Context: an optimization exercise on an open-source flow, tuned for small area, a short achievable clock period and few clock cycles. The choices shown serve that exercise and are no tape-out recipe.
The RTL was checked by simulation tests, not by an equivalence proof against the original design.
Power and IR drop assume default switching activity.

**flow/config.mk**
```make
export PLATFORM = sky130hd
export DESIGN_NAME = geofence
export DESIGN_NICKNAME = geofence
export VERILOG_FILES = /design/flow/design.v
export SDC_FILE = /design/flow/constraint.sdc
export NUM_CORES = 4
export LEC_CHECK = 0
export CAP_MARGIN = 20
export CORE_MARGIN = 2
export CORE_UTILIZATION = 40
export SLEW_MARGIN = 20
```
**flow/constraint.sdc**
```tcl
create_clock -name core_clock -period 13.0 [get_ports {clk}]
set_input_delay 2.6000 -clock core_clock [delete_from_list [all_inputs] [get_ports {clk}]]
set_output_delay 2.6000 -clock core_clock [all_outputs]
set_load 0.01 [all_outputs]
```
**flow/design.v**
```verilog
module geofence ( clk,reset,X,Y,valid,is_inside);
input clk;
input reset;
input [9:0] X;
input [9:0] Y;
output valid;
output is_inside;
parameter LOAD = 2'd0;
parameter SORT = 2'd1;
parameter CHECK = 2'd2;
reg [9:0] xi [0:6];
reg [9:0] yi [0:6];
reg [1:0] cs,ns;
reg in_reg;
reg [3:0] counter; 
reg [1:0] sorting_counter;
reg [9:0] x0, x1, x2, xb;
reg [9:0] y0, y1, y2, yb;
reg signed [20:0] temp1;
reg signed [20:0] temp2;
reg signed [20:0] cross_result;
wire counter_6 = (counter == 4'd6); 
assign valid = (counter_6 && cs == CHECK) ? 1'b1 : 1'b0;
assign is_inside = in_reg & (~cross_result[20]);  
always @(posedge clk or posedge reset) begin
    if(reset) begin
        cs <= LOAD;
    end
    else begin
        cs <= ns;
    end
end
always @(*) begin
    case (cs)
        LOAD : ns = (counter_6) ? SORT : LOAD;
        SORT : ns = (sorting_counter == 2'd3) ? CHECK : SORT;
        CHECK : ns = (counter_6) ? LOAD : CHECK; 
        default: ns = LOAD;
    endcase
end
always @(posedge clk) begin
    if (!reset) begin
        case (cs)
            LOAD : begin
                xi[counter] <= X;
                yi[counter] <= Y;
            end
            SORT : begin
                if (cross_result[20]) begin
                    xi[counter] <= xi[counter + 4'd1];
                    xi[counter + 4'd1] <= xi[counter];
                    yi[counter] <= yi[counter + 4'd1];
                    yi[counter + 4'd1] <= yi[counter];
                end
            end
        endcase
    end
end
always @(posedge clk or posedge reset) begin
    if (reset) begin
        in_reg <= 1'b1;
    end
    else if (cs == CHECK) begin
        in_reg <= (cross_result[20]) ? 1'b0 : in_reg;
    end
    else begin
        in_reg <= 1'b1;
    end
end
always @(posedge clk or posedge reset) begin
    if (reset) begin
        counter <= 4'd0;
        sorting_counter <= 2'd0;
    end
    else begin
        case (cs)
            LOAD : counter <= (counter_6) ? 4'd2 : counter + 4'd1;
            SORT : begin 
                case (sorting_counter)  
                    2'd0 : begin 
                        counter <= (counter == 4'd5) ? 4'd2 : counter + 4'd1;
                        sorting_counter <= (counter == 4'd5) ? 2'd1 : sorting_counter;   
                    end
                    2'd1 : begin
                        counter <= (counter == 4'd4) ? 4'd2 : counter + 4'd1;
                        sorting_counter <= (counter == 4'd4) ? 2'd2 : sorting_counter;   
                    end
                    2'd2 : begin
                        counter <= (counter == 4'd3) ? 4'd2 : counter + 4'd1;
                        sorting_counter <= (counter == 4'd3) ? 2'd3 : sorting_counter;   
                    end
                    2'd3 : begin
                        counter <= 4'd1;
                        sorting_counter <= 2'd0;   
                    end
                endcase
            end
            CHECK : counter <= (counter_6) ? 4'd0 : counter + 4'd1;
            default : begin 
                counter <= counter;
                sorting_counter <= sorting_counter;
            end
        endcase
    end
end
always @(*) begin
    case (cs)
        SORT : begin
            x0 = xi[1];
            x1 = xi[counter]; 
            x2 = xi[counter + 4'd1];
            xb = x0;                         
            y0 = yi[1];
            y1 = yi[counter];
            y2 = yi[counter + 4'd1];
            yb = y0;
        end
        CHECK : begin
            x0 = xi[0];
            x1 = xi[counter];
            x2 = (counter_6) ? xi[1] : xi[counter + 4'd1];
            xb = x1;                         
            y0 = yi[0];
            y1 = yi[counter];
            y2 = (counter_6) ? yi[1] : yi[counter + 4'd1];
            yb = y1;
        end
        default : begin
            x0 = 10'd0;
            x1 = 10'd0;
            x2 = 10'd0;
            xb = 10'd0;
            y0 = 10'd0;
            y1 = 10'd0;
            y2 = 10'd0;
            yb = 10'd0;
        end 
    endcase
end
always @(*) begin
    temp1 = ({1'b0,x1} - {1'b0,x0}) * ({1'b0,y2} - {1'b0,yb});
    temp2 = ({1'b0,y1} - {1'b0,y0}) * ({1'b0,x2} - {1'b0,xb});
    cross_result = temp1 - temp2;
end
endmodule
```
**flow/run.sh**
```bash
#!/bin/bash
# synth_recipe.tcl (not shown) runs the flow's synth.tcl, then flattens the netlist and writes it again
# the make line also repeats each setting of config.mk as NAME=value (left out here)
make -C /OpenROAD-flow-scripts/flow DESIGN_CONFIG=/design/flow/config.mk WORK_HOME=/design/flow/orfs CLKGATE_MAP_FILE= SYNTH_SCRIPT=/design/flow/synth_recipe.tcl finish
```
==> metrics.md <==
| Metric | Value |
|---|---|
| Inserted Diodes | `0` |
| Crit path launch type | `flip-flop` |
| Reg power frac | `51.5%` |
| Initial DRC Count | `1,989` |
| Avg Synthesized Cell Area | `9.408 sq um` |
| CP max stage delay | `0.52 ns` |
| Cell with the most instances on the worst path | `buf_4` |
| Final min period | `12.75 ns` |
| Final HPWL DP | `54,720 um` |
| CP startpoint | `counter[1]` |
| Fin cells | `3,383` |
| CP Class | `flip-flop to output pin` |
| Clk slew on worst S/H paths | `0.08 ns` |
| Post-layout util | `49.41%` |
| Antenna viol nets, final | `0` |
| Clock Tree Buf Depth | `2` |
| CORE AREA | `55,310 sq um` |
| Crit path max-delay cell type | `fa_2` |
| WL final | `71,030 um` |
| Combinational Power Share | `4.3%` |
| TritonCTS sink count | `169` |
| Total gr overflow | `0` |
| WL/cell | `21.00 um` |
| Synth-to-layout area growth | `21.55%` |
| Top Registers | `xi: 80 flops, yi: 80 flops, counter: 4 flops` |
| Port-buffer cells | `23` |
| Most frequent cells in the layout | `320 x inv_1, 312 x buf_4, 262 x nand2_1` |
| Nets@finish | `3,028` |
| Dpl cells | `3,296` |
| Post-Syn Area | `22,490 sq um` |
| Largest net degree at the start of global routing | `68` |
| Synth Flop Type | `edfxtp_1` |
| Number of synthesized flops with an enable pin | `160` |
| Vias in the first global route | `19,160` |
| Max cap viols | `0` |
| Power Dens Cells | `42.72 nW/um^2` |
| Worst-Skew Late Latency | `0.46 ns` |
| Worst Path Buf+Inv | `14` |
| Final weighted congestion in routability-driven placement | `0.9473` |
| Num rows | `86` |
| Critical Path End Type | `output pin` |
| Die width | `241.1 um` |
| Fill cells | `5,134` |
| Clk pwr share | `44.2%` |
| Share of cells above drive strength 1 | `27.29%` |
| Drt first pass iters | `6` |
| Area occupied by multi-input gates | `16,310 sq um` |
| Max Slew Vio Count | `0` |
| Count of final setup violators | `0` |
| Status | `no timing/DRC/antenna violations` |
| Post-Route Hold Slack | `0.5229 ns` |
| Cell leakage power | `10.90 nW` |
| Most common cell after layout, fill and taps aside | `inv_1` |
| Unrepaired setup endpoints after global routing | `yes` |
| Max VDD drop | `0.09629 mV` |
| Num CTS Buffers | `17` |
| Max Fclk | `0.07845 GHz` |
| Gr usage total | `24.76%` |
| Die Area | `58,130 sq um` |
| Seq/Total Area, Yosys | `22.37%` |
| Root Buffer | `clkbuf_16` |
| Asr flop ratio synth | `5.325%` |
| Hold Violations, Final | `0` |
| Crit path required time | `10.40 ns` |
| Register area | `5035 sq um` |
| Synth warn | `1` |
| Worst-Margin Slew | `1.018 ns` |
| Vias/cell | `5.582` |
| CTS tree | `yes` |
| First-pass GRT wire length | `110,000 um` |
| Distinct cells, synth | `60` |
| Fin crit share | `98.06%` |
| Final Skew | `0.01325 ns` |
| Sw Share | `21.90%` |
| Die extent in y | `241.1 um` |
| Hold_sp | `in_reg` |
| Syn Nets | `2,796` |
| P_int | `0.9118 mW` |
| Tot Pwr | `1.168 mW` |
| Post-Synthesis Cells | `2,390` |
| Crit-path leading delay family | `adder cells` |
| Antenna violations before repair | `2` |
| I/O Pins | `24` |
| R2r startpoint | `counter[1]` |
| Via count | `18,880` |
| Critical Path AT | `10.15 ns` |
| P_sw | `0.2557 mW` |
| CTS Hold Bufs | `0` |
| # DRC | `0` |
| Worst Hold Class | `flip-flop to flip-flop` |
| Count of state elements after synthesis | `169` |
| Initial core utilization | `40.65%` |
| Peak fanout along the critical path | `14` |
| Slew headroom | `32.14%` |
| H-tree levels | `4` |
==> power by group through the flow <==
| stage | Combinational, mW | Sequential, mW | Clock [mW] |
|---|---|---|---|
| floorplan | 0.0318 | 0.612 | 0 |
| CTS | 0.0505 | 0.601 | 0.523 |
| global placement | 0.0485 | 0.613 | 0 |
| detailed placement | 0.0504 | 0.613 | 0 |
| finish | 0.0503 | 0.601 | 0.516 |
| global route | 0.0539 | 0.601 | 0.540 |
==> cell type report <==
| type | count | area share [%] |
|---|---|---|
| Tap cell | 748 | 3.424 |
| Multi-Input combinational cell | 1728 | 59.66 |
| Clock inverter | 11 | 0.2884 |
| Timing Repair Buffer | 375 | 11.79 |
| Inverter | 331 | 4.564 |
| Clock buffer | 21 | 1.845 |
| Sequential cell | 169 | 18.42 |
==> worst register-to-register path: cells and delay by family (launching register included) <==
family | cells | cell delay (ns)
adder cells (fa/ha/maj) | 10 | 3.98
buffers and inverters | 16 | 2.27
AND/OR/NAND/NOR | 6 | 0.70
XOR/XNOR | 3 | 0.38
flip-flops | 1 | 0.48
AO/OA/AOI/OAI | 14 | 3.06
==> metal layers <==
metal | part of all wire (%) | vias to the layer above | global-route usage [%]
li1 | - | 8510 | -
met1 | 42 | 9314 | 33.04
met2 | 47 | 883 | 40.52
met3 | 7.3 | 174 | 3.569
met4 | 3.6 | 2 | 9.951
met5 | 0.023 | - | 0
==> cells in the mapped netlist, types with 26 or more instances <==
master	n	area share [%]
nand2_1	265	4.4
o21ai_0	193	4.3
and2_1	35	0.97
mux2_4	100	6.7
fa_1	257	23
clkbuf_1	141	2.4
a22oi_1	172	5.7
nor2_1	159	2.7
and3_1	26	0.72
nand4_1	31	0.86
edfxtp_1	160	21
a21oi_1	51	1.1
mux2_2	62	3.1
xnor2_1	39	1.5
ha_1	127	7.1
nor2b_1	38	1.1
inv_1	328	5.5
==> through the flow <==
stage               instance area, sq um  setup WS, ns  TNS (ns)
global route                       27330       -0.1546   -0.1546
finish                             27330        0.2528         0
CTS                                26490      0.007201         0
floorplan                          22490        0.2431         0
global placement                   25510       -0.2170   -0.2170
detailed placement                 25510       -0.3355   -0.3355
==> final timing paths <==
path / endpoint / slack [ns] / cells after the start
max: is_inside / 0.25 / 47
min: in_reg / 0.52 / 2
max reg2reg: xi[1][8] / 1.83 / 49
min reg2reg: in_reg / 0.52 / 2
max in group asynchronous: counter[2] / 10.19 / 2
min in group asynchronous: sorting_counter[1] / 2.46 / 2
==> kinds of logic after synthesis <==
kind of cell | share of synthesized area, %
flip-flops | 22.37
multiplexers | 9.966
XOR/XNOR | 2.259
buffers and inverters | 8.636
AND/OR/NAND/NOR | 12.74
adder cells (fa/ha/maj) | 29.95
AO/OA/AOI/OAI | 14.08
==> repair_timing <==
action	in CTS	in global routing
setup endpoints to repair	1	1
buffers inserted	23	33
cloned	0	1
resized for setup	66	138
pin swaps	29	121
Testbench counts, summed over its fixed seeds: cycles 55,200.

==> afterwards: timing with drivers on the ports <==
How much do the figures lean on ideal ports? The routed layout below was timed once more, with nothing changed but the port constraints. Step 1 (the two cells are an assumption about what drives the block):
set clk [get_ports {clk}]
set_driving_cell -lib_cell sky130_fd_sc_hd__clkbuf_16 $clk
set_driving_cell -lib_cell sky130_fd_sc_hd__buf_2 [delete_from_list [all_inputs] $clk]
Step 2 also shifts input and output timing later by t, the mid clock arrival at the registers, as if the neighbouring blocks saw the same clock. a / b / c = ideal / step 1 / step 2; a / b = the first two.
t, ns: 0.508
slack for setup (ns): 0.253 / 0.203 / 0.711
worst setup path at the end: register to output
latest minus earliest clock arrival (ns): 0.013 / 0.014
After both steps this run still meets setup and hold. The setup slack of this run moves by -0.050 ns with the drivers and by +0.458 ns with both steps.
